This is an optimization exercise on Yosys and OpenROAD, whose aim is small area, a short achievable clock period and few clock cycles, not a production implementation.
At most, simulation tests tie the RTL to the original design; equivalence was not proved.
The RTL of runs 1, 6 and 7 was laid out without a check of its function.
The clock cells of runs 3 to 8 come from the design's own scripts or RTL, not from TritonCTS.
The flow treats the clock pin as an ideal source. Dropping or thinning the clock tree relies on that and would not hold on a real chip.
Power is estimated from default activity; no workload was simulated.

File: design/flow/design.v
module AEC(clk, rst, ascii_in, ready, valid, result);
input clk;
input rst;
input ready;
input [7:0] ascii_in;
output valid;
output [6:0] result;
reg valid_r;            
reg k_dig, k_pm, k_mul, k_lp, k_rp;    
reg [3:0] xv;           
wire active = k_dig | k_pm | k_mul | k_lp | k_rp;
wire inexpr = ready | active;
wire [7:0] a = ascii_in;
wire is_eq  = a[4] & a[3] & a[2];              
wire is_dig = a[6] | (a[4] & ~(a[3] & a[2]));  
wire is_op  = ~a[6] & ~a[4];                   
wire [2:0] a_inc = a[2:0] + 3'd1;
always @(posedge clk) begin
	if (rst) begin
		valid_r <= 1'b0;
		k_dig   <= 1'b0;
		k_pm    <= 1'b0;
		k_mul   <= 1'b0;
		k_lp    <= 1'b0;
		k_rp    <= 1'b0;
	end else begin
		valid_r <= inexpr & is_eq;
		k_dig   <= inexpr & is_dig;
		k_pm    <= inexpr & is_op & a[0] & (a[1] | a[2]);  
		k_mul   <= inexpr & is_op & ~a[0] & a[1];           
		k_lp    <= inexpr & is_op & ~a[0] & ~a[1];          
		k_rp    <= inexpr & is_op & a[0] & ~a[2] & ~a[1];   
	end
	xv <= a[6] ? {1'b1, a_inc} :
	      is_op ? {1'b0, a[2], 2'b00} :
	      a[3:0];
end
reg [6:0] A, B, K;
reg [13:0] E0, E1;        
reg [6:0] E2;             
reg [5:0] F;              
reg po;                   
wire [6:0] S_o = {7{k_rp & F[0]}} & E0[13:7];
wire [6:0] r0 = {7{xv[0]}} & B;
wire [6:0] r1 = {7{xv[1]}} & {B[5:0], 1'b0};
wire [6:0] r2 = {7{xv[2]}} & {B[4:0], 2'b0};
wire [6:0] r3 = ({7{xv[3]}} & {B[3:0], 3'b0}) | S_o;
wire [6:0] s1 = r0 ^ r1 ^ r2;
wire [6:0] c1 = (r0 & r1) | (r0 & r2) | (r1 & r2);
wire [6:0] t1 = {c1[5:0], 1'b0};
wire [6:0] s2 = s1 ^ t1 ^ r3;
wire [6:0] c2 = (s1 & t1) | (s1 & r3) | (t1 & r3);
wire [6:0] t2 = {c2[5:0], 1'b0};
wire [6:0] s3 = s2 ^ t2 ^ A;
wire [6:0] c3 = (s2 & t2) | (s2 & A) | (t2 & A);
wire [6:0] P = s2 + t2;
wire [6:0] Q = s3 + {c3[5:0], 1'b0};
wire [6:0] K_o = F[0] ? E0[6:0] : K;
wire [6:0] negK = ~K + 7'd1;
wire nx_mul = ~a[6] & ~a[4] & a[1] & ~a[0];
always @(posedge clk) begin
	if (~active) begin
		A <= 7'd0;
		B <= 7'd1;
		K <= 7'd1;
		F <= 6'd0;
	end else begin
		if (k_dig) begin
			if (~nx_mul)
				A <= Q;
			B <= P;
		end else if (k_pm) begin
			B <= xv[2] ? negK : K;
		end else if (k_lp) begin
			A <= 7'd0;
			K <= B;
		end else if (k_rp) begin
			A <= nx_mul ? S_o : Q;
			B <= A;
			K <= K_o;
		end
		if (k_lp)
			F <= {F[4:0], po};
		else if (k_rp)
			F <= {1'b0, F[5:1]};
	end
	po <= k_mul | k_pm;
	if (k_lp & po) begin
		E0 <= {A, K};
		E1 <= E0;
		E2 <= E1[13:7];
	end else if (k_rp & F[0]) begin
		E0 <= E1;
		E1 <= {E2, 7'd1};
	end
end
assign valid  = valid_r;
assign result = A;
endmodule
File: design/flow/constraint.sdc
create_clock -name core_clock -period 14.0 [get_ports {clk}]
set_input_delay 2.8000 -clock core_clock [delete_from_list [all_inputs] [get_ports {clk}]]
set_output_delay 2.8000 -clock core_clock [all_outputs]
set_load 0.01 [all_outputs]
File: design/flow/config.mk
export PLATFORM = sky130hd
export DESIGN_NAME = AEC
export DESIGN_NICKNAME = AEC
export VERILOG_FILES = /design/flow/design.v
export SDC_FILE = /design/flow/constraint.sdc
export NUM_CORES = 4
export LEC_CHECK = 0
export CAP_MARGIN = 20
export CORE_MARGIN = 2
export CORE_UTILIZATION = 50
export SLEW_MARGIN = 20
File: design/flow/flow/make_args
SETUP_SLACK_MARGIN=10.3
BUFFER_PORTS_ARGS=-buffer_cell sky130_fd_sc_hd__buf_1
CTS_ARGS=-sink_clustering_enable -repair_clock_nets -dont_use_dummy_load -buf_list sky130_fd_sc_hd__clkbuf_8
File: design/flow/standard.sh
#!/bin/bash
# synth_recipe.tcl (not shown) runs the flow's synth.tcl, then flattens the netlist and writes it again
# the make line also repeats each setting of config.mk as NAME=value (left out here)
make -C /OpenROAD-flow-scripts/flow DESIGN_CONFIG=/design/flow/config.mk WORK_HOME=/design/flow/orfs CLKGATE_MAP_FILE= SYNTH_SCRIPT=/design/flow/synth_recipe.tcl "${@:-finish}"
File: design/flow/flow/run.sh
#!/bin/bash
# Runs the standard ORFS layout (standard.sh) with the extra make
# settings listed one per line in flow/make_args.
set -euo pipefail
mapfile -t extra < flow/make_args
bash standard.sh "${extra[@]}" finish > standard_flow.log 2>&1
==> results of run 1 <==
## repair_timing
item                       4_1_cts  5_1_grt
gates resized for setup         28       19
pin swaps                       15       11
setup endpoints to repair       14       13
buffers inserted                 4        7
## worst paths after layout
path | startpoint | to | slack [ns] | depth (start not counted)
setup / recovery | ascii_in[0] | A[2] | 10.00 | 7
hold / removal | E1[8] | E2[1] | 0.46 | 0
setup reg to reg | xv[0] | A[5] | 10.26 | 14
hold reg to reg | E1[8] | E2[1] | 0.46 | 0
## flip-flops by register name, summed over array words and instances (netlist names), 4 cells and up
| signal | cells |
|---|---|
| A | 7 |
| B | 7 |
| E0 | 14 |
| E1 | 14 |
| E2 | 7 |
| F | 6 |
| K | 7 |
| xv | 4 |
## stage by stage
stage	setup slack, ns	instances
after detailed placement	9.48	501
after CTS	10.11	514
after global placement	9.51	501
after global routing	10.00	521
final	10.00	521
after floorplan	9.84	397
## worst reg2reg max path, cell delays in order, from the launching register on
cell and delay (ns):
dfxtp_2 0.41, nand2_1 0.10, fa_1 0.54, inv_1 0.06, fa_2 0.60, inv_1 0.06, fa_1 0.47, inv_1 0.06
fa_1 0.43, a21o_1 0.20, a21oi_1 0.17, xnor2_1 0.12, a32oi_1 0.17, o21ai_1 0.09, and3_1 0.17
## metal layers
layer / vias up / part of all wire / wire [um] / track usage
met5: - / 0 / 0 / 0
met4: 0 / 0.022 / 203 / 0.0761
met3: 16 / 0.041 / 376 / 0.0495
met2: 64 / 0.49 / 4510 / 0.385
met1: 1443 / 0.45 / 4090 / 0.282
li1: 1439 / - / - / -
## cells in the mapped netlist (all sizes together), types with 2 or more instances
cell type  instances
a21o               5
and2               7
inv               22
xnor3              2
mux2i             15
or4                2
and3              10
o21ai             15
a21oi             29
a22o               2
nor3               2
fa                15
ha                16
o31ai              2
nor3b              2
mux2              16
xnor2             10
edfxtp            35
nand2             38
dfxtp             38
a22oi              2
nand3              2
o211ai             4
xor2               8
nor2              45
nand2b             5
clkbuf            12
a211oi            16
or2                4
buf                6
## power by group through the flow
stage          combinational, mW  clock, mW  sequential (mW)
6_report                  0.0649      0.126            0.235
5_1_grt                   0.0730      0.134            0.235
4_1_cts                   0.0618      0.128            0.235
3_5_place_dp              0.0587          0            0.239
3_3_place_gp              0.0572          0            0.239
2_1_floorplan             0.0469          0            0.235
## layout make-up
class,count,area [um^2],share of cell area
Clock buffer,9,124,0.0271
Inverter,22,82.6,0.0181
Multi-Input combinational cell,284,2180,0.477
Sequential cell,73,1840,0.403
Tap cell,102,128,0.0280
Timing Repair Buffer,31,215,0.0472
## logic make-up after synthesis
| kind of cell | count (synthesis) |
|---|---|
| mux | 31 |
| flops | 73 |
| simple gates | 122 |
| buf+inv | 40 |
| xor+xnor | 20 |
| compound gates | 80 |
| fa+ha+maj | 31 |
==> impl_metrics.yaml, run 1 <==
cts:
  clk_latency_ns: 0.35
  htree_num_levels: 3
  cts_tree: "yes"
  clock-sinks: 73
  cts_buffers: 9
  clkTransAtPathRegs_ns: 0.08
  cts_buffer_depth: 2
  cts_root_buf: "clkbuf_8"
  cts_hold_buf: 0
timing:
  relSlewSlack: 0.363
  hold_viol: 0
  setup-violations-final: 0
  rsz0062_at_grt: "true"
  worst_pin_slew_ns: 0.947
  fin_skew_ns: 0.0221
  fin_tns_setup_ns: 0
  final.period_utilization: 0.286
  fin_hold_ws_ns: 0.460
  min_period_ns: 4.00
  finalMaxSlewViolations: 0
  fmax_mhz: 250
detailed_routing:
  routed_wirelength_um: 9180
  drt_pass1_iterations: 4
  antenna_left: 0
  routedWlPerCell_um: 17.6
  avgViaCountPerCell: 5.69
  dr.first_iter.drc_count: 177
  vias: 2962
  drc: 0
yosys:
  yosysUniqueCellTypes: 48
  synth.mux.area_fraction: 0.0809
  synth_compound_gate_area_share: 0.124
  synthAdderAreaFrac: 0.123
  synth_top_family_by_area: "simple AND/OR/NAND/NOR gates"
  syn_avg_cell_area_um2: 10.3
  synth_nets: 439
  yosysWarnings: 1
  syn_area_um2: 4090
  yosys.area_share.simple: 0.139
  ys_ff_latch: 73
  syn_inst: 397
  synth_top_cell_by_area: "edfxtp_1"
  synth_edf_count: 35
  yosys-top-cells-area: "edfxtp_1 (26%), dfxtp_1 (19%), fa_1 (7.4%)"
  async_reset_ff_frac: 0
  post_synth_xor_area_fraction: 0.0518
  ys_seq_area_frac: 0.443
  synth_flop_cell: "dfxtp_1"
  synth_top_area_share: 0.257
run_status:
  status: "no timing/DRC/antenna violations"
power_and_ir_drop:
  ir_drop_uv: 55.2
  power.total_uw: 426
  sequentialPowerShare: 0.551
  power.share.clock: 0.296
  internal_power_uw: 312
  p_comb_frac: 0.153
  p_leak_nw: 1.70
  swShare: 0.267
  power_density_nw_per_um2: 93.3
  p_switching_uw: 113
floorplan:
  die-area_um2: 8910
  core_area_um2: 7810
  start_util: 0.523
  die_h_um: 94.4
  io_pins: 19
  dieWidth_um: 94.4
  placementRows: 32
placed_design:
  post_dp_cell_area_um2: 4250
  portBuffers: 16
  place_congestion: 0.846
  hpwl_um: 6560
cells_and_area:
  num_antenna_cells: 0
  nets: 463
  nFillCells: 693
  drive_above_1_share: 0.165
  fin_util: 0.584
  design_area_um2: 4560
  layout_common_cells: "nor2_1 (44), nand2_1 (36), edfxtp_1 (35)"
  final_common_cell: "nor2_1"
  syn_to_final_growth_pct: 11.7
worst_setup_path:
  critical_path_class: "in -> reg"
  worstPathCellList: "buf_8 > or4b_4 > nor2_4 > nand2_1 > a21oi_2 > a21oi_1 > nor2_1"
  path_delay_family: "simple AND/OR/NAND/NOR gates"
  cp.required_ns: 14.27
  cp_max_fo: 8
  arrival_ns: 4.27
  crit_path_end_kind: "flop"
  slowest_stage: "or4b_4"
  start_kind: "primary input"
  critPathBufInv: 1
  critPathMaxStageDelay_ns: 0.63
flow_run:
  max_cap_viol_count: 0
global_routing:
  grt_max_degree: 35
  antenna_found_initial: 0
  grt_pass1_vias: 2922
  grt_pass1_wl_um: 14900
  track_usage: 0.225
  overflow: 0
min_path:
  hp-class: "reg -> reg"
==> run 2: changes to the inputs <==
--- a/design/flow/design.v
+++ b/design/flow/design.v
@@ -44,20 +44,19 @@
 wire [6:0] r0 = {7{xv[0]}} & B;
 wire [6:0] r1 = {7{xv[1]}} & {B[5:0], 1'b0};
 wire [6:0] r2 = {7{xv[2]}} & {B[4:0], 2'b0};
-wire [6:0] r3 = ({7{xv[3]}} & {B[3:0], 3'b0}) | S_o;
+wire [6:0] r3 = ({7{xv[3]}} & {B[3:0], 3'b0}) | S_o | ({7{k_mul}} & ~B);
 wire [6:0] s1 = r0 ^ r1 ^ r2;
 wire [6:0] c1 = (r0 & r1) | (r0 & r2) | (r1 & r2);
 wire [6:0] t1 = {c1[5:0], 1'b0};
 wire [6:0] s2 = s1 ^ t1 ^ r3;
 wire [6:0] c2 = (s1 & t1) | (s1 & r3) | (t1 & r3);
-wire [6:0] t2 = {c2[5:0], 1'b0};
+wire [6:0] t2 = {c2[5:0], k_mul};
 wire [6:0] s3 = s2 ^ t2 ^ A;
 wire [6:0] c3 = (s2 & t2) | (s2 & A) | (t2 & A);
 wire [6:0] P = s2 + t2;
 wire [6:0] Q = s3 + {c3[5:0], 1'b0};
 wire [6:0] K_o = F[0] ? E0[6:0] : K;
 wire [6:0] negK = ~K + 7'd1;
-wire nx_mul = ~a[6] & ~a[4] & a[1] & ~a[0];
 always @(posedge clk) begin
 	if (~active) begin
 		A <= 7'd0;
@@ -66,16 +65,17 @@
 		F <= 6'd0;
 	end else begin
 		if (k_dig) begin
-			if (~nx_mul)
-				A <= Q;
+			A <= Q;
 			B <= P;
+		end else if (k_mul) begin
+			A <= Q;
 		end else if (k_pm) begin
 			B <= xv[2] ? negK : K;
 		end else if (k_lp) begin
 			A <= 7'd0;
 			K <= B;
 		end else if (k_rp) begin
-			A <= nx_mul ? S_o : Q;
+			A <= Q;
 			B <= A;
 			K <= K_o;
 		end
==> design/flow/run.sh (new file) <==
#!/bin/bash
# synth_recipe.tcl (not shown) runs the flow's synth.tcl, then flattens the netlist and writes it again
# the make line also repeats each setting of config.mk as NAME=value (left out here)
make -C /OpenROAD-flow-scripts/flow DESIGN_CONFIG=/design/flow/config.mk WORK_HOME=/design/flow/orfs CLKGATE_MAP_FILE= SYNTH_SCRIPT=/design/flow/synth_recipe.tcl finish
--- a/design/flow/config.mk
+++ b/design/flow/config.mk
@@ -8,4 +8,6 @@
 export CAP_MARGIN = 20
 export CORE_MARGIN = 2
 export CORE_UTILIZATION = 50
+export CTS_BUF_LIST = sky130_fd_sc_hd__clkbuf_8
+export SETUP_SLACK_MARGIN = 5
 export SLEW_MARGIN = 20
removed: design/flow/flow/run.sh
removed: design/flow/flow/make_args
removed: design/flow/standard.sh
==> run 2 against run 1 <==
Clock-buffer cell count did not move; still clean; clock skew fell by 0.0093 ns; sequential share of layout area rose by 0.18 points; largest power group unchanged; fmax fell by 6.7%; utilization fell by 0.76 points; synthesized cell count rose by 0.50%; routed wire length fell by 7.3%; die area fell by 0.91%; cell count fell by 0.19%.
==> impl_metrics.yaml, run 2 <==
run_status:
  status: "no timing/DRC/antenna violations"
cells_and_area:
  final_common_cell: "nand2_1"
  nets: 456
  reg_top3: "E0: 14 flops, E1: 14 flops"
  drive_above_1_share: 0.0909
  multi_input_area_um2: 2040
  layout_common_cells: "nand2_1 (42), dfxtp_1 (38), edfxtp_1 (35), inv_1 (35), nor2_1 (35)"
  regArea_um2: 1810
  fin_util: 0.577
  syn_to_final_growth_pct: 10.7
  num_antenna_cells: 0
  nFillCells: 727
cts:
  cts_buffer_depth: 2
  clock-sinks: 73
  cts_hold_buf: 0
  cts_tree: "yes"
  cts_buffers: 9
  clkTransAtPathRegs_ns: 0.08
  ctsResizeCount: 0
  htree_num_levels: 3
  cts_setup_buffers: 0
  cts_root_buf: "clkbuf_8"
  clk_latency_ns: 0.35
yosys:
  async_reset_ff_frac: 0
  yosysUniqueCellTypes: 41
  yosysWarnings: 1
  synth_flop_cell: "dfxtp_1"
  syn_area_um2: 4050
  syn_avg_cell_area_um2: 10.1
  synth_top_area_share: 0.260
  synth_edf_count: 35
  syn_inst: 399
  synth_common_cells: "nand2_1 (42), dfxtp_1 (38), edfxtp_1 (35), nor2_1 (35), inv_1 (34)"
  ys_seq_area_frac: 0.448
  synth_nets: 442
  yosys-top-cells-area: "edfxtp_1 (26%), dfxtp_1 (19%), fa_1 (7.9%)"
  synth_top_cell_by_area: "edfxtp_1"
  ys_ff_latch: 73
  synth.most_common_cell: "nand2_1"
global_routing:
  overflow: 0
  track_usage: 0.213
  grt_pass1_vias: 2794
  grt_max_degree: 32
  grt_pass1_wl_um: 14100
  antenna_found_initial: 0
power_and_ir_drop:
  ir_drop_uv: 54.7
  power_density_nw_per_um2: 100
  p_switching_uw: 128
  swShare: 0.284
  sequentialPowerShare: 0.531
  power.total_uw: 449
  p_comb_frac: 0.146
  internal_power_uw: 322
  p_leak_nw: 1.63
  power.share.clock: 0.323
placed_design:
  portBuffers: 16
  place_congestion: 0.823
  pre_cts_ws_ns: 10.04
  hpwl_um: 6310
detailed_routing:
  routed_wirelength_um: 8510
  antenna_left: 0
  routedWlPerCell_um: 16.4
  vias: 2776
  avgViaCountPerCell: 5.34
  drt_pass1_iterations: 4
  drc: 0
  dr.first_iter.drc_count: 188
floorplan:
  placementRows: 32
  die_h_um: 94.0
  dieWidth_um: 94.0
  die-area_um2: 8830
  core_area_um2: 7770
  start_util: 0.521
  io_pins: 19
worst_setup_path:
  worstPathCellList: "clkdlybuf4s50_1"
  critPathMaxStageDelay_ns: 0.60
  path_delay_family: "buffers and inverters"
  crit_path_end_kind: "output port"
  critPathBufInv: 1
  arrival_ns: 1.49
  critical_path_class: "reg -> out"
  cp_max_fo: 5
  cp.required_ns: 11.20
  start_kind: "flop"
  slowest_stage: "clkdlybuf4s50_1"
timing:
  finalMaxSlewViolations: 0
  fin_skew_ns: 0.0128
  final.period_utilization: 0.306
  min_period_ns: 4.29
  rsz0062_at_grt: "false"
  setup-violations-final: 0
  hold_viol: 0
  worst_pin_slew_ns: 0.682
  fin_hold_ws_ns: 0.462
  fmax_mhz: 233
  relSlewSlack: 0.542
  fin_tns_setup_ns: 0
  timing.final.ws_setup_ns: 9.71
min_path:
  hp-class: "reg -> reg"
flow_run:
  max_cap_viol_count: 0
-- run 2: cell types whose count changed after synthesis, sizes merged, moves of 3 or more --
| cell | before | now |
|---|---|---|
| nor2 | 45 | 35 |
| inv | 22 | 34 |
| and3 | 10 | 6 |
| a21oi | 29 | 22 |
| xnor2 | 10 | 13 |
| nand2 | 38 | 42 |
| o21ai | 15 | 23 |
-- run 2: worst paths after layout --
kind | slack [ns] | end | depth (start not counted) | start
max | 9.71 | result[4] | 1 | A[4]
min | 0.46 | E2[1] | 0 | E1[8]
max reg2reg | 10.10 | A[6] | 14 | xv[2]
min reg2reg | 0.46 | E2[1] | 0 | E1[8]
-- run 2: metal layers --
metal / wire [um] / GRT usage
met1: 3880 / 0.266
met2: 4250 / 0.371
met3: 283 / 0.0417
met4: 97 / 0.0688
met5: 0 / 0
-- run 2: power by group through the flow --
stage               clock network (mW)  registers [mW]  logic, mW
floorplan                            0           0.238     0.0474
global placement                     0           0.244     0.0650
detailed placement                   0           0.244     0.0659
CTS                              0.150           0.239     0.0663
global route                     0.158           0.240     0.0746
finish                           0.145           0.239     0.0657
-- run 2: cell type report --
| class | count | area share |
|---|---|---|
| tap | 102 | 0.0285 |
| multi-input combinational | 274 | 0.456 |
| timing repair buffer | 21 | 0.0441 |
| clock inverter | 7 | 0.0106 |
| inverter | 34 | 0.0285 |
| clock buffer | 9 | 0.0276 |
| sequential | 73 | 0.404 |
-- run 2: metrics by stage --
stage                     cell area, um^2  std cells
final                                4480        520
after global routing                 4480        520
after CTS                            4470        520
after detailed placement             4300        504
after global placement               4300        504
after floorplan                      4050        399
-- run 2: logic make-up (layout without fill, tap and decap cells) --
kind of cell / Yosys count / after routing / share of synthesized area
and+or+nand+nor: 111 / 111 / 0.125
AOI/OAI and AO/OA: 82 / 82 / 0.125
DFF: 73 / 73 / 0.448
buffers and inverters: 52 / 71 / 0.0507
adders and majority gates: 32 / 32 / 0.129
muxes: 28 / 28 / 0.0736
xor gates and xnor gates: 21 / 21 / 0.0489
-- run 2: worst register-to-register path, stage by stage (launching register included) --
cell,delay [ns]
dfxtp_1,0.60
nand2_1,0.16
fa_1,0.51
inv_1,0.06
fa_1,0.55
inv_1,0.06
fa_1,0.52
inv_1,0.05
ha_1,0.26
a21o_1,0.15
a21oi_1,0.23
o21ai_0,0.17
xnor2_1,0.27
a21oi_1,0.10
o22ai_1,0.13
Testbench counts of run 2, summed over its fixed seeds: cycles 27,544.
==> run 3: changes to the inputs <==
--- a/design/flow/design.v
+++ b/design/flow/design.v
@@ -32,7 +32,7 @@
 		k_rp    <= inexpr & is_op & a[0] & ~a[2] & ~a[1];   
 	end
 	xv <= a[6] ? {1'b1, a_inc} :
-	      is_op ? {1'b0, a[2], 2'b00} :
+	      is_op ? {2'b00, a[1] & ~a[0]} | {1'b0, a[2], 2'b00} :
 	      a[3:0];
 end
 reg [6:0] A, B, K;
@@ -41,10 +41,10 @@
 reg [5:0] F;              
 reg po;                   
 wire [6:0] S_o = {7{k_rp & F[0]}} & E0[13:7];
-wire [6:0] r0 = {7{xv[0]}} & B;
+wire [6:0] r0 = ({7{xv[0]}} & B) ^ {7{k_mul}};
 wire [6:0] r1 = {7{xv[1]}} & {B[5:0], 1'b0};
 wire [6:0] r2 = {7{xv[2]}} & {B[4:0], 2'b0};
-wire [6:0] r3 = ({7{xv[3]}} & {B[3:0], 3'b0}) | S_o | ({7{k_mul}} & ~B);
+wire [6:0] r3 = ({7{xv[3]}} & {B[3:0], 3'b0}) | S_o;
 wire [6:0] s1 = r0 ^ r1 ^ r2;
 wire [6:0] c1 = (r0 & r1) | (r0 & r2) | (r1 & r2);
 wire [6:0] t1 = {c1[5:0], 1'b0};
@@ -58,13 +58,17 @@
 wire [6:0] K_o = F[0] ? E0[6:0] : K;
 wire [6:0] negK = ~K + 7'd1;
 always @(posedge clk) begin
-	if (~active) begin
-		A <= 7'd0;
-		B <= 7'd1;
-		K <= 7'd1;
-		F <= 6'd0;
+	if (rst) begin
+		A  <= 7'd0;
+		B  <= 7'd1;
+		K  <= 7'd1;
+		F  <= 6'd0;
 	end else begin
-		if (k_dig) begin
+		if (valid_r) begin
+			A <= 7'd0;
+			B <= 7'd1;
+			K <= 7'd1;
+		end else if (k_dig) begin
 			A <= Q;
 			B <= P;
 		end else if (k_mul) begin
==> design/flow/flow/run.sh (new file) <==
#!/bin/bash
# Runs the standard ORFS layout (standard.sh) with the extra make
# settings listed one per line in flow/make_args, and flow/pre_cts.tcl as
# the CTS step's PRE_CTS_TCL hook (it builds the clock tree itself).
# make's output goes to standard_flow.log; each ORFS step also writes its
# own log under orfs/logs/.
set -euo pipefail
mapfile -t extra < flow/make_args
bash standard.sh "${extra[@]}" "PRE_CTS_TCL=$PWD/flow/pre_cts.tcl" finish > standard_flow.log 2>&1
==> design/flow/flow/make_args (new file) <==
SETUP_SLACK_MARGIN=10.4
BUFFER_PORTS_ARGS=-buffer_cell sky130_fd_sc_hd__buf_1
==> design/flow/flow/pre_cts.tcl (new file) <==
# Clock distribution for this small design: the clock port drives four
# clkbuf_16, one per quadrant of the clock sinks, each placed at the centre
# of its sinks and driving them directly.  TritonCTS builds a deeper tree
# (nine buffers in two levels) for the same sinks; here the CTS step's own
# clock_tree_synthesis call is turned into a no-op that only propagates the
# clock, and the rest of the step (legalisation, timing repair) runs as usual.
proc my_split_clock { } {
  set block [ord::get_db_block]
  set clknet [[$block findBTerm clk] getNet]
  set master [[ord::get_db] findMaster sky130_fd_sc_hd__clkbuf_16]
  set sinks {}
  foreach it [$clknet getITerms] {
    set loc [[$it getInst] getLocation]
    lappend sinks [list [lindex $loc 0] [lindex $loc 1] $it]
  }
  set sinks [lsort -integer -index 0 $sinks]
  set half [expr {([llength $sinks] + 1) / 2}]
  set groups {}
  foreach part [list [lrange $sinks 0 [expr {$half - 1}]] [lrange $sinks $half end]] {
    set part [lsort -integer -index 1 $part]
    set h [expr {([llength $part] + 1) / 2}]
    lappend groups [lrange $part 0 [expr {$h - 1}]] [lrange $part $h end]
  }
  set g 0
  foreach grp $groups {
    if { [llength $grp] == 0 } { continue }
    set buf [odb::dbInst_create $block $master clkbuf_q$g]
    set net [odb::dbNet_create $block clknet_q$g]
    $net setSigType CLOCK
    set sx 0
    set sy 0
    foreach s $grp {
      set it [lindex $s 2]
      incr sx [lindex $s 0]
      incr sy [lindex $s 1]
      $it disconnect
      $it connect $net
    }
    [$buf findITerm A] connect $clknet
    [$buf findITerm X] connect $net
    $buf setLocation [expr {$sx / [llength $grp]}] [expr {$sy / [llength $grp]}]
    $buf setPlacementStatus PLACED
    puts "clock buffer clkbuf_q$g drives [llength $grp] sinks"
    incr g
  }
}

my_split_clock
rename clock_tree_synthesis my_unused_clock_tree_synthesis
proc clock_tree_synthesis { args } {
  set_propagated_clock [all_clocks]
  puts "clock_tree_synthesis skipped: the clock tree was built in PRE_CTS_TCL"
}
==> design/flow/standard.sh (new file) <==
#!/bin/bash
# synth_recipe.tcl (not shown) runs the flow's synth.tcl, then flattens the netlist and writes it again
# the make line also repeats each setting of config.mk as NAME=value (left out here)
make -C /OpenROAD-flow-scripts/flow DESIGN_CONFIG=/design/flow/config.mk WORK_HOME=/design/flow/orfs CLKGATE_MAP_FILE= SYNTH_SCRIPT=/design/flow/synth_recipe.tcl "${@:-finish}"
--- a/design/flow/config.mk
+++ b/design/flow/config.mk
@@ -8,6 +8,4 @@
 export CAP_MARGIN = 20
 export CORE_MARGIN = 2
 export CORE_UTILIZATION = 50
-export CTS_BUF_LIST = sky130_fd_sc_hd__clkbuf_8
-export SETUP_SLACK_MARGIN = 5
 export SLEW_MARGIN = 20
removed: design/flow/run.sh
==> run 3 against run 2 <==
Still clean on timing, DRC and antenna; fmax increased by 20%; routed wire length increased by 3.0%; sequential cell count unchanged; design area increased by 2.5%; first-iteration DRC count decreased by 14%; worst hold slack got worse by 0.011 ns.
==> impl_metrics.yaml, run 3 <==
run_status:
  status: "no timing/DRC/antenna violations"
detailed_routing:
  drt_pass1_iterations: 4
  routedWlPerCell_um: 17.1
  dr.first_iter.drc_count: 161
  antenna_left: 0
  avgViaCountPerCell: 5.50
  vias: 2826
  routed_wirelength_um: 8770
  drc: 0
yosys:
  syn_area_um2: 4100
  synth.most_common_cell: "nor2_1"
  synth_top_cell_by_area: "edfxtp_1"
  syn_avg_cell_area_um2: 10.4
  synth_common_cells: "nor2_1 (40), dfxtp_1 (38), edfxtp_1 (35), inv_1 (31), nand2_1 (30)"
  syn_inst: 393
  synth_nets: 437
  synth_flop_cell: "dfxtp_1"
  async_reset_ff_frac: 0
  ys_ff_latch: 73
  yosysWarnings: 1
  synth_edf_count: 35
  yosysUniqueCellTypes: 43
  synth_top_area_share: 0.257
  ys_seq_area_frac: 0.442
  yosys-top-cells-area: "edfxtp_1 (26%), dfxtp_1 (19%), fa_1 (7.8%)"
placed_design:
  place_congestion: 0.820
  hpwl_um: 6240
  portBuffers: 16
  pre_cts_ws_ns: 9.79
  post_dp_cell_area_um2: 4270
power_and_ir_drop:
  power.share.clock: 0.238
  internal_power_uw: 328
  power_density_nw_per_um2: 97.7
  power.total_uw: 449
  p_switching_uw: 121
  swShare: 0.269
  sequentialPowerShare: 0.538
  ir_drop_uv: 76.1
  p_leak_nw: 1.75
  p_comb_frac: 0.224
timing:
  fin_hold_ws_ns: 0.450
  timing.final.ws_setup_ns: 10.42
  relSlewSlack: 0.489
  min_period_ns: 3.58
  rsz0062_at_grt: "true"
  fmax_mhz: 279
  fin_skew_ns: 0.0156
  fin_tns_setup_ns: 0
  finalMaxSlewViolations: 0
  worst_pin_slew_ns: 0.766
  final.period_utilization: 0.256
  setup-violations-final: 0
  hold_viol: 0
worst_setup_path:
  start_kind: "flop"
  critPathMaxStageDelay_ns: 0.45
  r2r-start: "B[2]"
  worstSetupStartpoint: "A[5]"
  arrival_ns: 0.78
  crit_path_end_kind: "output port"
  reg2regPathDepth: 14
  cp_max_fo: 4
  path_delay_family: "flip-flops"
  reg2reg_slack_ns: 10.50
  worstReg2RegEnd: "A[6]"
  critical_path_class: "reg -> out"
  slowest_stage: "dfxtp_1"
  cp.required_ns: 11.20
  worstPathCellList: "buf_1"
  critPathBufInv: 1
flow_run:
  max_cap_viol_count: 0
cts:
  clkTransAtPathRegs_ns: 0.09
  cts_hold_buf: 0
  clk_latency_ns: 0.15
cells_and_area:
  num_antenna_cells: 0
  syn_to_final_growth_pct: 12.2
  layout_common_cells: "nor2_1 (40), edfxtp_1 (35), nand2_1 (29)"
  nets: 455
  drive_above_1_share: 0.169
  final_common_cell: "nor2_1"
  reg_top3: "E0: 14 flops, E1: 14 flops"
  design_area_um2: 4590
  nFillCells: 746
floorplan:
  io_pins: 19
  placementRows: 33
  dieWidth_um: 94.5
  die_h_um: 94.5
  core_area_um2: 8090
  start_util: 0.506
  die-area_um2: 8930
global_routing:
  grt_pass1_vias: 2771
  grt_max_degree: 31
  track_usage: 0.201
  grt_pass1_wl_um: 14100
  antenna_found_initial: 0
  overflow: 0
min_path:
  hp-start: "E1[10]"
  hp-class: "reg -> reg"
  worstHoldEndpoint: "E2[3]"
  hold_path_depth: 0
[run 3: area by class of cell]
class	count	area, um^2	area share
buffer	4	100	0.0218
inverter	31	120	0.0261
multi-input combinational	271	2210	0.481
sequential	73	1840	0.400
tap	105	131	0.0286
timing repair buffer	30	193	0.0419
[run 3: how the worst max path moves through the flow]
stage                      to  cells past startpoint
global route             A[6]                     14
detailed placement       A[6]                     13
finish              result[5]                      1
CTS                      A[6]                     13
floorplan                B[6]                      5
global placement         A[6]                     13
[run 3: per-stage QoR]
step,instances,util
after global routing,514,0.568
final,514,0.568
after floorplan,393,-
after global placement,501,0.528
after CTS,511,0.552
after detailed placement,501,0.528
[run 3: repair_timing]
action / 4_1_cts / 5_1_grt
pin swaps: 2 / 18
resized for setup: 14 / 22
cloned: 0 / 0
endpoints found under the setup margin: 9 / 7
endpoints found under the hold margin: 0 / 0
setup buffers: 6 / 3
[run 3: per-layer routing]
layer,routed length (um),up-vias,part of all wire,global-route usage
met5,0,-,0,0
met2,4300,40,0.49,0.346
met1,4130,1380,0.47,0.289
met3,274,3,0.031,0.0136
met4,68,0,0.0078,0.0278
li1,-,1403,-,-
[run 3: power groups by stage]
| stage | Combinational (mW) | Clock, mW | Sequential [mW] |
|---|---|---|---|
| detailed placement | 0.0834 | 0 | 0.246 |
| CTS | 0.0868 | 0.108 | 0.242 |
| global route | 0.114 | 0.115 | 0.243 |
| global placement | 0.0817 | 0 | 0.246 |
| finish | 0.101 | 0.107 | 0.241 |
| floorplan | 0.0681 | 0 | 0.240 |
[run 3: kinds of logic (layout without fill, tap and decap cells)]
family                   after synthesis  in the layout  synth area share
AND/OR/NAND/NOR                      107            107             0.122
AO/OA/AOI/OAI                         73             73             0.120
flip-flops                            73             73             0.442
buffers and inverters                 49             65            0.0476
adder cells (fa/ha/maj)               33             33             0.130
XOR/XNOR                              29             29            0.0620
multiplexers                          29             29            0.0757
Testbench counts of run 3, summed over its fixed seeds: cycles 27,544.
==> run 4: changes to the inputs <==
==> design/flow/flow/make_args (replaced) <==
SETUP_SLACK_MARGIN=10.35
BUFFER_PORTS_ARGS=-buffer_cell sky130_fd_sc_hd__buf_1
==> run 4 against run 3 <==
Via count decreased by 0.21%; total power is 0.26% higher; clock skew decreased by 0.0029 ns; routed wire length down 0.86%; design area grew 0.25%; utilization rose by 0.14 points; cell count increased by 0.58%; synthesized cell count stayed put; setup slack improved by 0.00090 ns; fmax about the same.
==> impl_metrics.yaml, run 4 <==
detailed_routing:
  drc: 0
  routedWlPerCell_um: 16.8
  dr.first_iter.drc_count: 117
  avgViaCountPerCell: 5.45
  vias: 2820
  drt_pass1_iterations: 4
  antenna_left: 0
  routed_wirelength_um: 8690
cells_and_area:
  reg_top3: "E0: 14 flops, E1: 14 flops"
  multi_input_area_um2: 2220
  regArea_um2: 1840
  syn_to_final_growth_pct: 12.4
  instances_no_fill: 517
  drive_above_1_share: 0.167
  nFillCells: 720
  num_antenna_cells: 0
  layout_common_cells: "nor2_1 (39), edfxtp_1 (35), nand2_1 (30), inv_1 (30), dfxtp_1 (27)"
  nets: 458
  final_common_cell: "nor2_1"
placed_design:
  dp_cells: 501
  portBuffers: 16
  hpwl_um: 6150
  place_congestion: 0.820
timing:
  hold_viol: 0
  fin_tns_setup_ns: 0
  finalMaxSlewViolations: 0
  fin_skew_ns: 0.0127
  worst_pin_slew_ns: 0.701
  fmax_mhz: 279
  setup-violations-final: 0
  min_period_ns: 3.58
  rsz0062_at_grt: "true"
  relSlewSlack: 0.532
  final.period_utilization: 0.256
worst_setup_path:
  path_delay_family: "flip-flops"
  critPathMaxStageDelay_ns: 0.45
  cp.required_ns: 11.20
  arrival_ns: 0.78
  slowest_stage: "dfxtp_1"
  critPathBufInv: 1
  cp_max_fo: 4
  crit_path_end_kind: "output port"
  critical_path_class: "reg -> out"
  worstPathCellList: "buf_1"
  start_kind: "flop"
floorplan:
  start_util: 0.506
  dieWidth_um: 94.5
  core_area_um2: 8090
  die-area_um2: 8930
  io_pins: 19
  placementRows: 33
  die_h_um: 94.5
global_routing:
  antenna_found_initial: 0
  met2_usage: 0.337
  grt_max_degree: 31
  met3_usage: 0.0128
  overflow: 0
  busiest_layer: "met2"
  track_usage: 0.196
  grt_pass1_wl_um: 13900
  grt_pass1_vias: 2748
  globalRouteMet1Util: 0.285
yosys:
  yosysUniqueCellTypes: 43
  syn_avg_cell_area_um2: 10.4
  synth_flop_cell: "dfxtp_1"
  async_reset_ff_frac: 0
  syn_area_um2: 4100
  yosys-top-cells-area: "edfxtp_1 (26%), dfxtp_1 (19%), fa_1 (7.8%)"
  synth_nets: 437
  synth.most_common_cell: "nor2_1"
  syn_inst: 393
  ys_ff_latch: 73
  synth_top_area_share: 0.257
  synth_edf_count: 35
  yosysWarnings: 1
  synth_common_cells: "nor2_1 (40), dfxtp_1 (38), edfxtp_1 (35), inv_1 (31), nand2_1 (30)"
  synth_top_cell_by_area: "edfxtp_1"
  ys_seq_area_frac: 0.442
cts:
  clk_latency_ns: 0.15
  cts_hold_buf: 0
  clkTransAtPathRegs_ns: 0.09
power_and_ir_drop:
  ir_drop_uv: 85.7
  p_leak_nw: 1.76
  power_density_nw_per_um2: 97.7
flow_run:
  max_cap_viol_count: 0
run_status:
  status: "no timing/DRC/antenna violations"
min_path:
  hp-class: "reg -> reg"
==> run 4: logic make-up (layout without fill, tap and decap cells) <==
| group | Yosys count | in the layout | synth area share |
|---|---|---|---|
| and+or+nand+nor | 107 | 107 | 0.122 |
| buffers and inverters | 49 | 68 | 0.0476 |
| AOI/OAI and AO/OA | 73 | 73 | 0.120 |
| muxes | 29 | 29 | 0.0757 |
| xor gates and xnor gates | 29 | 29 | 0.0620 |
| DFF | 73 | 73 | 0.442 |
| adders and majority gates | 33 | 33 | 0.130 |
==> run 4: per-stage QoR <==
| step | setup slack [ns] | hold slack [ns] | instance area, um^2 | total power, mW | utilization |
|---|---|---|---|---|---|
| floorplan | 10.35 | 0.420 | 4160 | 0.308 | - |
| global placement | 9.84 | 0.426 | 4270 | 0.328 | 0.528 |
| detailed placement | 9.79 | 0.434 | 4270 | 0.329 | 0.528 |
| CTS | 10.27 | 0.452 | 4440 | 0.435 | 0.549 |
| global route | 10.29 | 0.470 | 4610 | 0.473 | 0.569 |
| finish | 10.42 | 0.450 | 4610 | 0.450 | 0.569 |
==> run 4: final timing paths <==
path              startpoint         to  slack (ns)  cells past startpoint
setup reg to reg       k_mul       A[6]       10.47                     13
hold / removal         E1[7]      E2[0]        0.45                      0
setup / recovery        A[5]  result[5]       10.42                      1
hold reg to reg        E1[7]      E2[0]        0.45                      0
==> run 4: metal layers <==
| metal | up-vias | part of all wire | wire (um) |
|---|---|---|---|
| met5 | - | 0 | 0 |
| met4 | 0 | 0.0084 | 73 |
| met3 | 4 | 0.024 | 209 |
| met2 | 36 | 0.48 | 4170 |
| met1 | 1377 | 0.49 | 4240 |
| li1 | 1403 | - | - |
==> run 4: power breakdown <==
part	internal (mW)	total (mW)	switching, mW
Clock	0.0518	0.106	0.0547
Sequential	0.228	0.241	0.0128
Combinational	0.0487	0.102	0.0537
==> run 4: final cells by class <==
| class | count | area share |
|---|---|---|
| multi-input cells | 271 | 0.481 |
| well taps | 105 | 0.0285 |
| inverters | 31 | 0.0261 |
| flip-flops and latches | 73 | 0.399 |
| repair buffers | 33 | 0.0437 |
| plain buffers | 4 | 0.0217 |
==> run 4: repair_timing <==
action,4_1_cts,5_1_grt
pin swaps,1,7
setup endpoints to repair,7,10
resized for setup,8,23
buffers inserted,6,6
==> run 5: changes to the inputs <==
==> design/flow/flow/make_args (replaced) <==
SETUP_SLACK_MARGIN=10.3
BUFFER_PORTS_ARGS=-buffer_cell sky130_fd_sc_hd__buf_1
==> run 5 against run 4 <==
First-iteration DRC count decreased by 26%; synthesized cell count unchanged; sequential cell count unchanged; fmax decreased by 1.1%; combinational power decreased by 9.7%; register-to-register slack about the same; design area decreased by 1.8%; routed wire length decreased by 1.3%; critical path depth increased by 3; clock skew decreased by 0.0079 ns; critical endpoint is now B[6]; highest routed layer unchanged.
==> impl_metrics.yaml, run 5 <==
floorplan:
  die_h_um: 94.5
  core_area_um2: 8090
  start_util: 0.506
  io_pins: 19
  placementRows: 33
  die-area_um2: 8930
  dieWidth_um: 94.5
cells_and_area:
  design_area_um2: 4520
  regArea_um2: 1830
  instances_no_fill: 514
  fin_util: 0.559
  layout_common_cells: "nor2_1 (40), edfxtp_1 (35), dfxtp_1 (30), nand2_1 (30), inv_1 (30)"
  num_antenna_cells: 0
  syn_to_final_growth_pct: 10.4
  nFillCells: 741
  nets: 455
  drive_above_1_share: 0.139
  final_common_cell: "nor2_1"
  reg_top3: "E0: 14 flops, E1: 14 flops"
  multi_input_area_um2: 2180
placed_design:
  pre_cts_ws_ns: 9.81
  post_dp_cell_area_um2: 4260
  place_congestion: 0.822
  hpwl_um: 6210
  portBuffers: 16
  dp_cells: 500
detailed_routing:
  drc: 0
  routed_wirelength_um: 8580
  avgViaCountPerCell: 5.43
  antenna_left: 0
  dr.first_iter.drc_count: 86
  vias: 2792
  routedWlPerCell_um: 16.7
  drt_pass1_iterations: 5
cts:
  clk_latency_ns: 0.14
  cts_hold_buf: 0
  clkTransAtPathRegs_ns: 0.07
yosys:
  synth_common_cells: "nor2_1 (40), dfxtp_1 (38), edfxtp_1 (35), inv_1 (31), nand2_1 (30)"
  async_reset_ff_frac: 0
  synth_compound_gate_area_share: 0.120
  syn_area_um2: 4100
  synth_top_family_by_area: "adder cells"
  ys_ff_latch: 73
  post_synth_xor_area_fraction: 0.0620
  ys_seq_area_frac: 0.442
  synth.mux.area_fraction: 0.0757
  synth_nets: 437
  synth_top_cell_by_area: "edfxtp_1"
  synth.most_common_cell: "nor2_1"
  synthAdderAreaFrac: 0.130
  yosys.area_share.simple: 0.122
  synth_flop_cell: "dfxtp_1"
  synth_top_area_share: 0.257
  synth_edf_count: 35
  yosysUniqueCellTypes: 43
  syn_inst: 393
  syn_avg_cell_area_um2: 10.4
  yosys-top-cells-area: "edfxtp_1 (26%), dfxtp_1 (19%), fa_1 (7.8%)"
  yosysWarnings: 1
min_path:
  hp-class: "reg -> reg"
global_routing:
  antenna_found_initial: 0
  grt_pass1_wl_um: 13900
  grt_pass1_vias: 2689
  track_usage: 0.196
  overflow: 0
  grt_max_degree: 31
worst_setup_path:
  crit_path_end_kind: "flop"
  worstSetupStartpoint: "rst"
  critical_path_class: "in -> reg"
  cp-endpoint: "B[6]"
  cp.required_ns: 14.08
  worstReg2RegEnd: "A[6]"
  reg2reg_slack_ns: 10.48
  reg2regPathDepth: 13
  cp_max_fo: 18
  r2r-start: "k_mul"
  start_kind: "primary input"
  arrival_ns: 3.70
timing:
  hold_viol: 0
  rsz0062_at_grt: "false"
  worst_pin_slew_ns: 0.685
  fin_skew_ns: 0.00477
  min_period_ns: 3.62
  relSlewSlack: 0.540
  fin_tns_setup_ns: 0
  timing.final.ws_setup_ns: 10.38
  setup-violations-final: 0
  fmax_mhz: 276
  fin_hold_ws_ns: 0.464
  final.period_utilization: 0.259
  finalMaxSlewViolations: 0
flow_run:
  max_cap_viol_count: 0
power_and_ir_drop:
  power.total_uw: 436
  power_density_nw_per_um2: 96.5
  ir_drop_uv: 79.7
  p_leak_nw: 1.74
run_status:
  status: "no timing/DRC/antenna violations"
==> run 5: worst max-delay path, stage by stage <==
cell and delay [ns]:
buf_2 0.17, or2_4 0.35, a2111oi_4 0.21, a32o_1 0.16
==> run 5: how the worst min path moves through the flow <==
| stage | to | slack, ns | startpoint | depth (start not counted) |
|---|---|---|---|---|
| after global placement | E2[0] | 0.43 | E1[7] | 0 |
| final | E2[0] | 0.46 | E1[7] | 0 |
| after global routing | E2[0] | 0.48 | E1[7] | 0 |
| after CTS | E2[0] | 0.47 | E1[7] | 0 |
| after floorplan | E2[1] | 0.42 | E1[8] | 0 |
| after detailed placement | E2[6] | 0.43 | E1[13] | 0 |
==> run 5: metal layers <==
metal  vias to the layer above  global-route usage  part of all wire
met5                         -                   0                 0
met2                        42               0.336              0.48
met4                         0              0.0266             0.012
met1                      1345               0.286              0.47
li1                       1399                   -                 -
met3                         6             0.00798             0.032
==> run 5: area by class of cell <==
| cell class | count | share of cell area |
|---|---|---|
| plain buffers | 4 | 0.0221 |
| inverters | 31 | 0.0266 |
| multi-input cells | 271 | 0.481 |
| flip-flops and latches | 73 | 0.405 |
| well taps | 105 | 0.0291 |
| repair buffers | 30 | 0.0363 |
==> run 5: kinds of logic after synthesis <==
group | count (synthesis)
adder cells (fa/ha/maj) | 33
buffers and inverters | 49
AO/OA/AOI/OAI | 73
flip-flops | 73
multiplexers | 29
AND/OR/NAND/NOR | 107
XOR/XNOR | 29
==> run 5: repair_timing <==
item	4_1_cts	5_1_grt
pin swaps	0	4
endpoints found under the setup margin	6	3
buffers inserted	0	10
gates cloned	0	0
gates resized for setup	3	18
==> run 5: report_power, final <==
group | switching [mW] | leakage (nW) | internal [mW]
clock network | 0.0520 | 0.0493 | 0.0517
logic | 0.0492 | 1.07 | 0.0429
registers | 0.0124 | 0.615 | 0.228
total | 0.113 | 1.74 | 0.323
==> run 6: changes to the inputs <==
--- a/design/flow/design.v
+++ b/design/flow/design.v
@@ -58,17 +58,13 @@
 wire [6:0] K_o = F[0] ? E0[6:0] : K;
 wire [6:0] negK = ~K + 7'd1;
 always @(posedge clk) begin
-	if (rst) begin
-		A  <= 7'd0;
-		B  <= 7'd1;
-		K  <= 7'd1;
-		F  <= 6'd0;
+	if (~active) begin
+		A <= 7'd0;
+		B <= 7'd1;
+		K <= 7'd1;
+		F <= 6'd0;
 	end else begin
-		if (valid_r) begin
-			A <= 7'd0;
-			B <= 7'd1;
-			K <= 7'd1;
-		end else if (k_dig) begin
+		if (k_dig) begin
 			A <= Q;
 			B <= P;
 		end else if (k_mul) begin
==> run 6 against run 5 <==
Global-route usage up 0.078 points; cell count down 1.8%; critical endpoint is now A[6]; routed wire length up 1.3%; largest power group unchanged; via count down 0.90%; utilization up 0.077 points; synthesized area up 0.37%; die area up 0.35%; clock power about the same; critical path type is now reg -> reg; setup slack worse by 0.027 ns.
==> impl_metrics.yaml, run 6 <==
run_status:
  status: "no timing/DRC/antenna violations"
cells_and_area:
  reg_top3: "E0: 14 flops, E1: 14 flops"
  syn_to_final_growth_pct: 10.1
  nFillCells: 740
  drive_above_1_share: 0.163
  num_antenna_cells: 0
  design_area_um2: 4530
  final_common_cell: "edfxtp_1"
  nets: 446
  layout_common_cells: "edfxtp_1 (35), nor2_1 (33), nand2_1 (29)"
cts:
  cts_hold_buf: 0
  clk_latency_ns: 0.15
  clkTransAtPathRegs_ns: 0.08
timing:
  rsz0062_at_grt: "true"
  min_period_ns: 3.65
  hold_viol: 0
  setup-violations-final: 0
  worst_pin_slew_ns: 0.707
  relSlewSlack: 0.525
  final.period_utilization: 0.261
  finalMaxSlewViolations: 0
  fin_tns_setup_ns: 0
  fin_hold_ws_ns: 0.451
  fmax_mhz: 274
  fin_skew_ns: 0.00997
floorplan:
  die-area_um2: 8960
  core_area_um2: 8090
  io_pins: 19
  start_util: 0.508
  placementRows: 33
  die_h_um: 94.7
  dieWidth_um: 94.7
worst_setup_path:
  reg2regPathDepth: 13
  cp.required_ns: 14.05
  crit_path_end_kind: "flop"
  worstSetupStartpoint: "B[0]"
  r2r-start: "B[0]"
  critical_path_class: "reg -> reg"
  start_kind: "flop"
  arrival_ns: 3.69
  worstReg2RegEnd: "A[6]"
  cp_max_fo: 6
  reg2reg_slack_ns: 10.35
yosys:
  ys_ff_latch: 73
  ys_seq_area_frac: 0.441
  synth_nets: 430
  synth_common_cells: "dfxtp_1 (38), edfxtp_1 (35), nor2_1 (33), nand2_1 (31), inv_1 (29)"
  async_reset_ff_frac: 0
  syn_area_um2: 4110
  syn_inst: 386
  synth_top_cell_by_area: "edfxtp_1"
  yosysWarnings: 1
  syn_avg_cell_area_um2: 10.7
  synth.most_common_cell: "dfxtp_1"
  synth_edf_count: 35
  yosysUniqueCellTypes: 50
  yosys-top-cells-area: "edfxtp_1 (26%), dfxtp_1 (19%), fa_1 (7.8%)"
  synth_top_area_share: 0.256
  synth_flop_cell: "dfxtp_1"
power_and_ir_drop:
  ir_drop_uv: 88.8
  p_leak_nw: 1.72
  power_density_nw_per_um2: 107
  power.total_uw: 482
min_path:
  hold_path_depth: 0
  hp-class: "reg -> reg"
  hp-start: "E1[9]"
  worstHoldEndpoint: "E2[2]"
global_routing:
  met2_usage: 0.345
  grt_pass1_wl_um: 13800
  overflow: 0
  grt_pass1_vias: 2653
  met3_usage: 0.00798
  grt_max_degree: 29
  busiest_layer: "met2"
  track_usage: 0.197
  antenna_found_initial: 0
  globalRouteMet1Util: 0.281
detailed_routing:
  vias: 2767
  dr.first_iter.drc_count: 151
  routedWlPerCell_um: 17.2
  avgViaCountPerCell: 5.48
  drc: 0
  routed_wirelength_um: 8700
  antenna_left: 0
  drt_pass1_iterations: 4
flow_run:
  max_cap_viol_count: 0
placed_design:
  portBuffers: 16
  place_congestion: 0.825
  post_dp_cell_area_um2: 4270
  hpwl_um: 6360
run 6: per-stage QoR:
| step | std cells | utilization | setup slack, ns |
|---|---|---|---|
| global placement | 491 | 0.528 | 9.85 |
| floorplan | 386 | - | 10.31 |
| detailed placement | 491 | 0.528 | 9.77 |
| finish | 505 | 0.559 | 10.35 |
| global route | 505 | 0.559 | 10.21 |
| CTS | 504 | 0.551 | 10.30 |
run 6: layout make-up:
cell class                      instances  area, um^2  area share
Buffer                                  4         100      0.0221
Inverter                               31         124      0.0274
Multi-Input combinational cell        263        2180       0.481
Sequential cell                        73        1840       0.406
Tap cell                              105         131      0.0290
Timing Repair Buffer                   29         158      0.0348
run 6: worst max-delay path by stage:
stage	endpoint	slack, ns	cells after the start
6_report	A[6]	10.35	13
5_1_grt	A[6]	10.21	13
4_1_cts	A[6]	10.30	14
3_5_place_dp	A[6]	9.77	13
3_3_place_gp	A[6]	9.85	13
2_1_floorplan	k_rp	10.31	3
run 6: layer usage:
| layer | up-vias | part of all wire |
|---|---|---|
| met5 | - | 0 |
| met4 | 0 | 0.016 |
| met3 | 11 | 0.030 |
| met2 | 47 | 0.50 |
| met1 | 1335 | 0.45 |
| li1 | 1374 | - |
run 6: kinds of logic after synthesis:
group           count (synthesis)  share of synthesized area
simple gates                  101                      0.117
fa+ha+maj                      33                      0.130
buf+inv                        50                     0.0530
mux                            30                     0.0779
compound gates                 77                      0.123
flops                          73                      0.441
xor+xnor                       22                     0.0590
run 6: what timing repair did:
| item | CTS | global route |
|---|---|---|
| resized for setup | 12 | 11 |
| pin swaps | 4 | 7 |
| cloned | 0 | 0 |
| setup buffers | 9 | 1 |
| hold endpoints to repair | 0 | 0 |
| setup endpoints to repair | 3 | 3 |
run 6: worst max-delay path, stage by stage (launching register included):
cell and delay [ns]:
dfxtp_1 0.37, and2_1 0.18, fa_1 0.51, fa_1 0.58
inv_1 0.06, fa_1 0.49, inv_2 0.06, ha_4 0.22
a211oi_4 0.22, o21bai_1 0.09, a21oi_1 0.15, xnor3_1 0.27
a21o_1 0.17, a21o_1 0.16
run 6: power breakdown:
group	switching, mW	internal [mW]
combinational	0.0683	0.0619
sequential	0.0173	0.232
clock	0.0516	0.0517
==> run 7: changes to the inputs <==
==> design/flow/flow/make_args (replaced) <==
SETUP_SLACK_MARGIN=10.5
BUFFER_PORTS_ARGS=-buffer_cell sky130_fd_sc_hd__buf_1
==> run 7 against run 6 <==
Design area increased by 3.3%; via count increased by 0.40%; global-route usage rose by 0.40 points; utilization rose by 1.8 points; sequential power is essentially flat; register-to-register slack better by 0.07 ns; largest cell class unchanged; combinational power grew 12%; clock skew decreased by 0.0010 ns; synthesized area unchanged; sequential cell count unchanged; largest power group unchanged.
==> impl_metrics.yaml, run 7 <==
timing:
  fin_skew_ns: 0.00892
  timing.final.ws_setup_ns: 10.43
  fin_tns_setup_ns: 0
  fmax_mhz: 280
  fin_hold_ws_ns: 0.453
  rsz0062_at_grt: "true"
  hold_viol: 0
  final.period_utilization: 0.255
  min_period_ns: 3.57
  worst_pin_slew_ns: 0.708
  finalMaxSlewViolations: 0
  setup-violations-final: 0
  relSlewSlack: 0.524
worst_setup_path:
  worstPathCellList: "buf_4 > and2_1 > fa_1 > inv_1 > fa_1 > inv_1 > fa_1 > ha_4 > o21ai_4 > o21bai_1 > a21oi_2 > xnor3_1 > a21o_1 > a21o_1"
  path_delay_family: "adder cells"
  critical_path_class: "reg -> reg"
  path_common_cell: "fa_1"
  reg2regPathDepth: 14
  critPathMaxStageDelay_ns: 0.53
  cp-endpoint: "A[6]"
  worstReg2RegEnd: "A[6]"
  cp.required_ns: 14.04
  reg2reg_slack_ns: 10.43
  cp_max_fo: 5
  crit_path_end_kind: "flop"
  critPathBufInv: 3
  worstSetupStartpoint: "B[2]"
  arrival_ns: 3.62
  start_kind: "flop"
  r2r-start: "B[2]"
  worst-path-stages: 14
  slowest_stage: "fa_1"
power_and_ir_drop:
  ir_drop_uv: 71.6
  p_leak_nw: 1.77
  power.total_uw: 497
  power_density_nw_per_um2: 106
yosys:
  synthAdderAreaFrac: 0.130
  synth_flop_cell: "dfxtp_1"
  syn_area_um2: 4110
  synth_nets: 430
  ys_seq_area_frac: 0.441
  synth_compound_gate_area_share: 0.123
  synth_top_cell_by_area: "edfxtp_1"
  yosysUniqueCellTypes: 50
  synth_common_cells: "dfxtp_1 (38), edfxtp_1 (35), nor2_1 (33), nand2_1 (31), inv_1 (29)"
  synth.mux.area_fraction: 0.0779
  synth.most_common_cell: "dfxtp_1"
  synth_top_family_by_area: "adder cells"
  async_reset_ff_frac: 0
  syn_avg_cell_area_um2: 10.7
  syn_inst: 386
  synth_edf_count: 35
  yosysWarnings: 1
  post_synth_xor_area_fraction: 0.0590
  synth_top_area_share: 0.256
  yosys-top-cells-area: "edfxtp_1 (26%), dfxtp_1 (19%), fa_1 (7.8%)"
  yosys.area_share.simple: 0.117
  ys_ff_latch: 73
global_routing:
  grt_max_degree: 29
  grt_pass1_vias: 2718
  overflow: 0
  grt_pass1_wl_um: 14200
  track_usage: 0.201
  antenna_found_initial: 0
cells_and_area:
  drive_above_1_share: 0.227
  fin_util: 0.578
  reg_top3: "E0: 14 flops, E1: 14 flops"
  final_common_cell: "edfxtp_1"
  instances_no_fill: 510
  num_antenna_cells: 0
  nFillCells: 697
  layout_common_cells: "edfxtp_1 (35), nor2_1 (32), nand2_1 (29)"
  design_area_um2: 4680
  syn_to_final_growth_pct: 13.7
  nets: 451
run_status:
  status: "no timing/DRC/antenna violations"
min_path:
  hp-class: "reg -> reg"
placed_design:
  hpwl_um: 6200
  dp_cells: 492
  place_congestion: 0.817
  pre_cts_ws_ns: 9.81
  portBuffers: 16
  post_dp_cell_area_um2: 4300
cts:
  clk_latency_ns: 0.14
  clkTransAtPathRegs_ns: 0.08
  cts_hold_buf: 0
floorplan:
  die_h_um: 94.7
  start_util: 0.508
  placementRows: 33
  dieWidth_um: 94.7
  core_area_um2: 8090
  die-area_um2: 8960
  io_pins: 19
detailed_routing:
  routedWlPerCell_um: 16.8
  drt_pass1_iterations: 4
  drc: 0
  dr.first_iter.drc_count: 182
  routed_wirelength_um: 8570
  antenna_left: 0
  avgViaCountPerCell: 5.45
  vias: 2778
flow_run:
  max_cap_viol_count: 0
## run 7: cells by family after synthesis
family,count (synthesis)
buffers and inverters,50
AO/OA/AOI/OAI,77
adder cells (fa/ha/maj),33
flip-flops,73
XOR/XNOR,22
multiplexers,30
AND/OR/NAND/NOR,101
## run 7: report_power, final
part / leakage, nW / switching, mW / internal, mW
registers: 0.587 / 0.0145 / 0.233
logic: 1.14 / 0.0757 / 0.0708
clock network: 0.0493 / 0.0520 / 0.0517
total: 1.77 / 0.142 / 0.355
## run 7: area by class of cell
| class | instances | area [um^2] | share of cell area |
|---|---|---|---|
| plain buffers | 4 | 100 | 0.0214 |
| inverters | 31 | 129 | 0.0276 |
| multi-input cells | 263 | 2230 | 0.477 |
| flip-flops and latches | 73 | 1850 | 0.396 |
| well taps | 105 | 131 | 0.0281 |
| repair buffers | 34 | 230 | 0.0492 |
## run 7: per-layer routing
| layer | wire length [um] | share of wire | global-route usage | up-vias |
|---|---|---|---|---|
| met4 | 133 | 0.016 | 0.0242 | 0 |
| met5 | 0 | 0 | 0 | - |
| li1 | - | - | - | 1387 |
| met3 | 174 | 0.020 | 0.00718 | 9 |
| met1 | 4010 | 0.47 | 0.284 | 1346 |
| met2 | 4250 | 0.50 | 0.356 | 36 |
## run 7: worst min-delay path by stage
stage	startpoint	depth (start not counted)	endpoint	slack [ns]
after floorplan	E1[8]	0	E2[1]	0.42
after global placement	E1[8]	0	E2[1]	0.44
after detailed placement	E1[7]	0	E2[0]	0.44
after CTS	E1[7]	0	E2[0]	0.45
after global routing	E1[7]	0	E2[0]	0.47
final	E1[7]	0	E2[0]	0.45
## run 7: timing repair
action                                  4_1_cts  5_1_grt
setup buffers                                13        1
endpoints found under the setup margin       14       13
pin swaps                                     9        7
gates resized for setup                      37       14
## run 7: worst reg2reg max path, delay by kind of cell, from the launching register on
kind,cells,cell delay (ns)
simple gates,1,0.14
fa+ha+maj,4,1.84
compound gates,5,0.65
xor+xnor,1,0.22
buf+inv,3,0.28
flops,1,0.35
==> run 8: changes to the inputs <==
--- a/design/flow/design.v
+++ b/design/flow/design.v
@@ -58,13 +58,17 @@
 wire [6:0] K_o = F[0] ? E0[6:0] : K;
 wire [6:0] negK = ~K + 7'd1;
 always @(posedge clk) begin
-	if (~active) begin
-		A <= 7'd0;
-		B <= 7'd1;
-		K <= 7'd1;
-		F <= 6'd0;
+	if (rst) begin
+		A  <= 7'd0;
+		B  <= 7'd1;
+		K  <= 7'd1;
+		F  <= 6'd0;
 	end else begin
-		if (k_dig) begin
+		if (valid_r) begin
+			A <= 7'd0;
+			B <= 7'd1;
+			K <= 7'd1;
+		end else if (k_dig) begin
 			A <= Q;
 			B <= P;
 		end else if (k_mul) begin
==> design/flow/flow/make_args (replaced) <==
SETUP_SLACK_MARGIN=10.3
BUFFER_PORTS_ARGS=-buffer_cell sky130_fd_sc_hd__buf_1
--- a/design/flow/flow/pre_cts.tcl
+++ b/design/flow/flow/pre_cts.tcl
@@ -1,5 +1,5 @@
 # Clock distribution for this small design: the clock port drives four
-# clkbuf_16, one per quadrant of the clock sinks, each placed at the centre
+# clkbuf_8, one per quadrant of the clock sinks, each placed at the centre
 # of its sinks and driving them directly.  TritonCTS builds a deeper tree
 # (nine buffers in two levels) for the same sinks; here the CTS step's own
 # clock_tree_synthesis call is turned into a no-op that only propagates the
@@ -7,7 +7,7 @@
 proc my_split_clock { } {
   set block [ord::get_db_block]
   set clknet [[$block findBTerm clk] getNet]
-  set master [[ord::get_db] findMaster sky130_fd_sc_hd__clkbuf_16]
+  set master [[ord::get_db] findMaster sky130_fd_sc_hd__clkbuf_8]
   set sinks {}
   foreach it [$clknet getITerms] {
     set loc [[$it getInst] getLocation]
==> run 8 against run 7 <==
Worst hold slack better by 0.019 ns; critical path type is now reg -> out; sequential cell count stayed put; highest routed layer unchanged; fmax is 1.6% lower; die area is 0.35% lower; cell count is 0.98% higher; total power is 17% lower; synthesized area is 0.37% lower; largest cell class unchanged; global-route usage is 0.53 points lower.
==> impl_metrics.yaml, run 8 <==
detailed_routing:
  drt_pass1_iterations: 4
  vias: 2790
  antenna_left: 0
  routedWlPerCell_um: 16.7
  dr.first_iter.drc_count: 103
  drc: 0
  avgViaCountPerCell: 5.42
  routed_wirelength_um: 8590
cells_and_area:
  drive_above_1_share: 0.141
  regArea_um2: 1830
  nets: 456
  multi_input_area_um2: 2180
  instances_no_fill: 515
  final_common_cell: "nor2_1"
  syn_to_final_growth_pct: 9.44
  nFillCells: 748
  layout_common_cells: "nor2_1 (40), edfxtp_1 (35), dfxtp_1 (30), nand2_1 (30), inv_1 (30)"
  reg_top3: "E0: 14 flops, E1: 14 flops"
  num_antenna_cells: 0
timing:
  hold_viol: 0
  setup-violations-final: 0
  rsz0062_at_grt: "false"
  worst_pin_slew_ns: 0.686
  final.period_utilization: 0.260
  relSlewSlack: 0.539
  finalMaxSlewViolations: 0
  min_period_ns: 3.63
  fin_skew_ns: 0.00839
  fmax_mhz: 275
  fin_tns_setup_ns: 0
floorplan:
  dieWidth_um: 94.5
  start_util: 0.506
  die_h_um: 94.5
  die-area_um2: 8930
  core_area_um2: 8090
  io_pins: 19
  placementRows: 33
yosys:
  syn_avg_cell_area_um2: 10.4
  synth_top_area_share: 0.257
  ys_ff_latch: 73
  ys_seq_area_frac: 0.442
  yosysWarnings: 1
  async_reset_ff_frac: 0
  synth_top_cell_by_area: "edfxtp_1"
  syn_inst: 393
  synth_nets: 437
  synth_common_cells: "nor2_1 (40), dfxtp_1 (38), edfxtp_1 (35), inv_1 (31), nand2_1 (30)"
  synth_flop_cell: "dfxtp_1"
  yosysUniqueCellTypes: 43
  yosys-top-cells-area: "edfxtp_1 (26%), dfxtp_1 (19%), fa_1 (7.8%)"
  synth.most_common_cell: "nor2_1"
  syn_area_um2: 4100
  synth_edf_count: 35
placed_design:
  dp_cells: 500
  place_congestion: 0.822
  hpwl_um: 6210
  portBuffers: 16
worst_setup_path:
  critPathBufInv: 1
  critPathMaxStageDelay_ns: 0.48
  arrival_ns: 0.83
  reg2regPathDepth: 13
  start_kind: "flop"
  slowest_stage: "dfxtp_1"
  worstPathCellList: "buf_1"
  worst-path-stages: 1
  path_delay_family: "flip-flops"
  critical_path_class: "reg -> out"
  crit_path_end_kind: "output port"
  cp.required_ns: 11.20
  cp_max_fo: 5
power_and_ir_drop:
  power_density_nw_per_um2: 91.9
  p_leak_nw: 1.72
  ir_drop_uv: 69.0
run_status:
  status: "no timing/DRC/antenna violations"
global_routing:
  grt_pass1_vias: 2698
  busiest_layer: "met2"
  met3_usage: 0.00718
  overflow: 0
  globalRouteMet1Util: 0.285
  track_usage: 0.196
  antenna_found_initial: 0
  met2_usage: 0.339
  grt_pass1_wl_um: 13800
  grt_max_degree: 31
min_path:
  hold_path_depth: 0
  hp-class: "reg -> reg"
cts:
  clk_latency_ns: 0.17
  clkTransAtPathRegs_ns: 0.12
flow_run:
  max_cap_viol_count: 0
## run 8: worst paths after layout
check	end	from	slack, ns
worst max-delay path	result[3]	A[3]	10.37
worst min register to register	E2[0]	E1[7]	0.47
worst max register to register	A[6]	k_mul	10.48
worst min-delay path	E2[0]	E1[7]	0.47
## run 8: cell type report
cell class,instances,share of cell area
repair buffers,31,0.0382
multi-input cells,271,0.485
plain buffers,4,0.0123
well taps,105,0.0293
inverters,31,0.0268
flip-flops and latches,73,0.408
## run 8: logic make-up after synthesis
logic type	after synthesis	share of synthesized area
AOI/OAI and AO/OA	73	0.120
xor gates and xnor gates	29	0.0620
adders and majority gates	33	0.130
buffers and inverters	49	0.0476
DFF	73	0.442
muxes	29	0.0757
and+or+nand+nor	107	0.122
## run 8: power breakdown
| group | leakage [nW] | switching [mW] | internal [mW] | total (mW) |
|---|---|---|---|---|
| combinational | 1.08 | 0.0492 | 0.0430 | 0.0922 |
| sequential | 0.615 | 0.0123 | 0.228 | 0.240 |
| clock | 0.0288 | 0.0525 | 0.0267 | 0.0793 |
## run 8: what timing repair did
item	in CTS	in global routing
buffers inserted	0	11
pin swaps	0	4
hold buffers	0	0
setup endpoints to repair	5	3
resized for setup	3	18
## run 8: metal layers
layer / routed length, um / vias up / share of wire
met4: 99 / 0 / 0.012
li1: - / 1403 / -
met3: 273 / 5 / 0.032
met5: 0 / - / 0
met2: 4060 / 42 / 0.47
met1: 4160 / 1340 / 0.48
## run 8: through the flow
stage,setup slack [ns],area [um^2],util,power (mW),hold slack (ns)
after global routing,10.30,4480,0.554,0.437,0.485
final,10.37,4480,0.554,0.412,0.472
after floorplan,10.33,4140,-,0.308,0.420
after detailed placement,9.81,4260,0.526,0.328,0.435
after CTS,10.20,4320,0.534,0.406,0.474
after global placement,9.86,4260,0.526,0.326,0.431
Testbench counts of run 8, summed over its fixed seeds: cycles 27,544.

## what the ideal ports hide
How much do the figures lean on ideal ports? The routed layouts below were timed once more, with nothing changed but the port constraints. Step 1 assumes that a clkbuf_16 drives the clock port and a buf_2 every other input. Step 2 moves the port delays by t, midway between the first and last clock arrival at a register: inputs arrive t later, outputs are due t later. That takes back most of the time a late clock gives input paths. Three values: no drivers, after step 1, after step 2; two values: the first two.
run	t, ns	slack for setup (ns)	worst hold slack (ns)	worst register clock-pin slew, ns	worst slew at a driven data input, ns
run 1	0.370	10.001 / 9.996 / 9.626	0.460 / 0.460 / 0.460	0.08 / 0.08	0.06
run 2	0.378	9.712 / 9.678 / 9.996	0.462 / 0.462 / 0.462	0.08 / 0.08	0.03
run 3	0.227	10.420 / 10.339 / 10.291	0.450 / 0.450 / 0.450	0.09 / 0.09	0.03
run 4	0.225	10.421 / 10.342 / 10.256	0.450 / 0.450 / 0.450	0.09 / 0.09	0.03
run 5	0.220	10.380 / 10.322 / 10.222	0.464 / 0.464 / 0.464	0.08 / 0.08	0.03
run 6	0.215	10.353 / 10.314 / 10.206	0.451 / 0.451 / 0.451	0.08 / 0.08	0.03
run 7	0.218	10.425 / 10.386 / 10.286	0.453 / 0.453 / 0.453	0.08 / 0.08	0.04
run 8	0.232	10.367 / 10.299 / 10.234	0.472 / 0.472 / 0.472	0.12 / 0.12	0.03
After both steps every run listed still meets setup and hold. For run 1, which loses most, drivers alone change the setup slack by -0.005 ns; drivers and shift together by -0.375 ns.
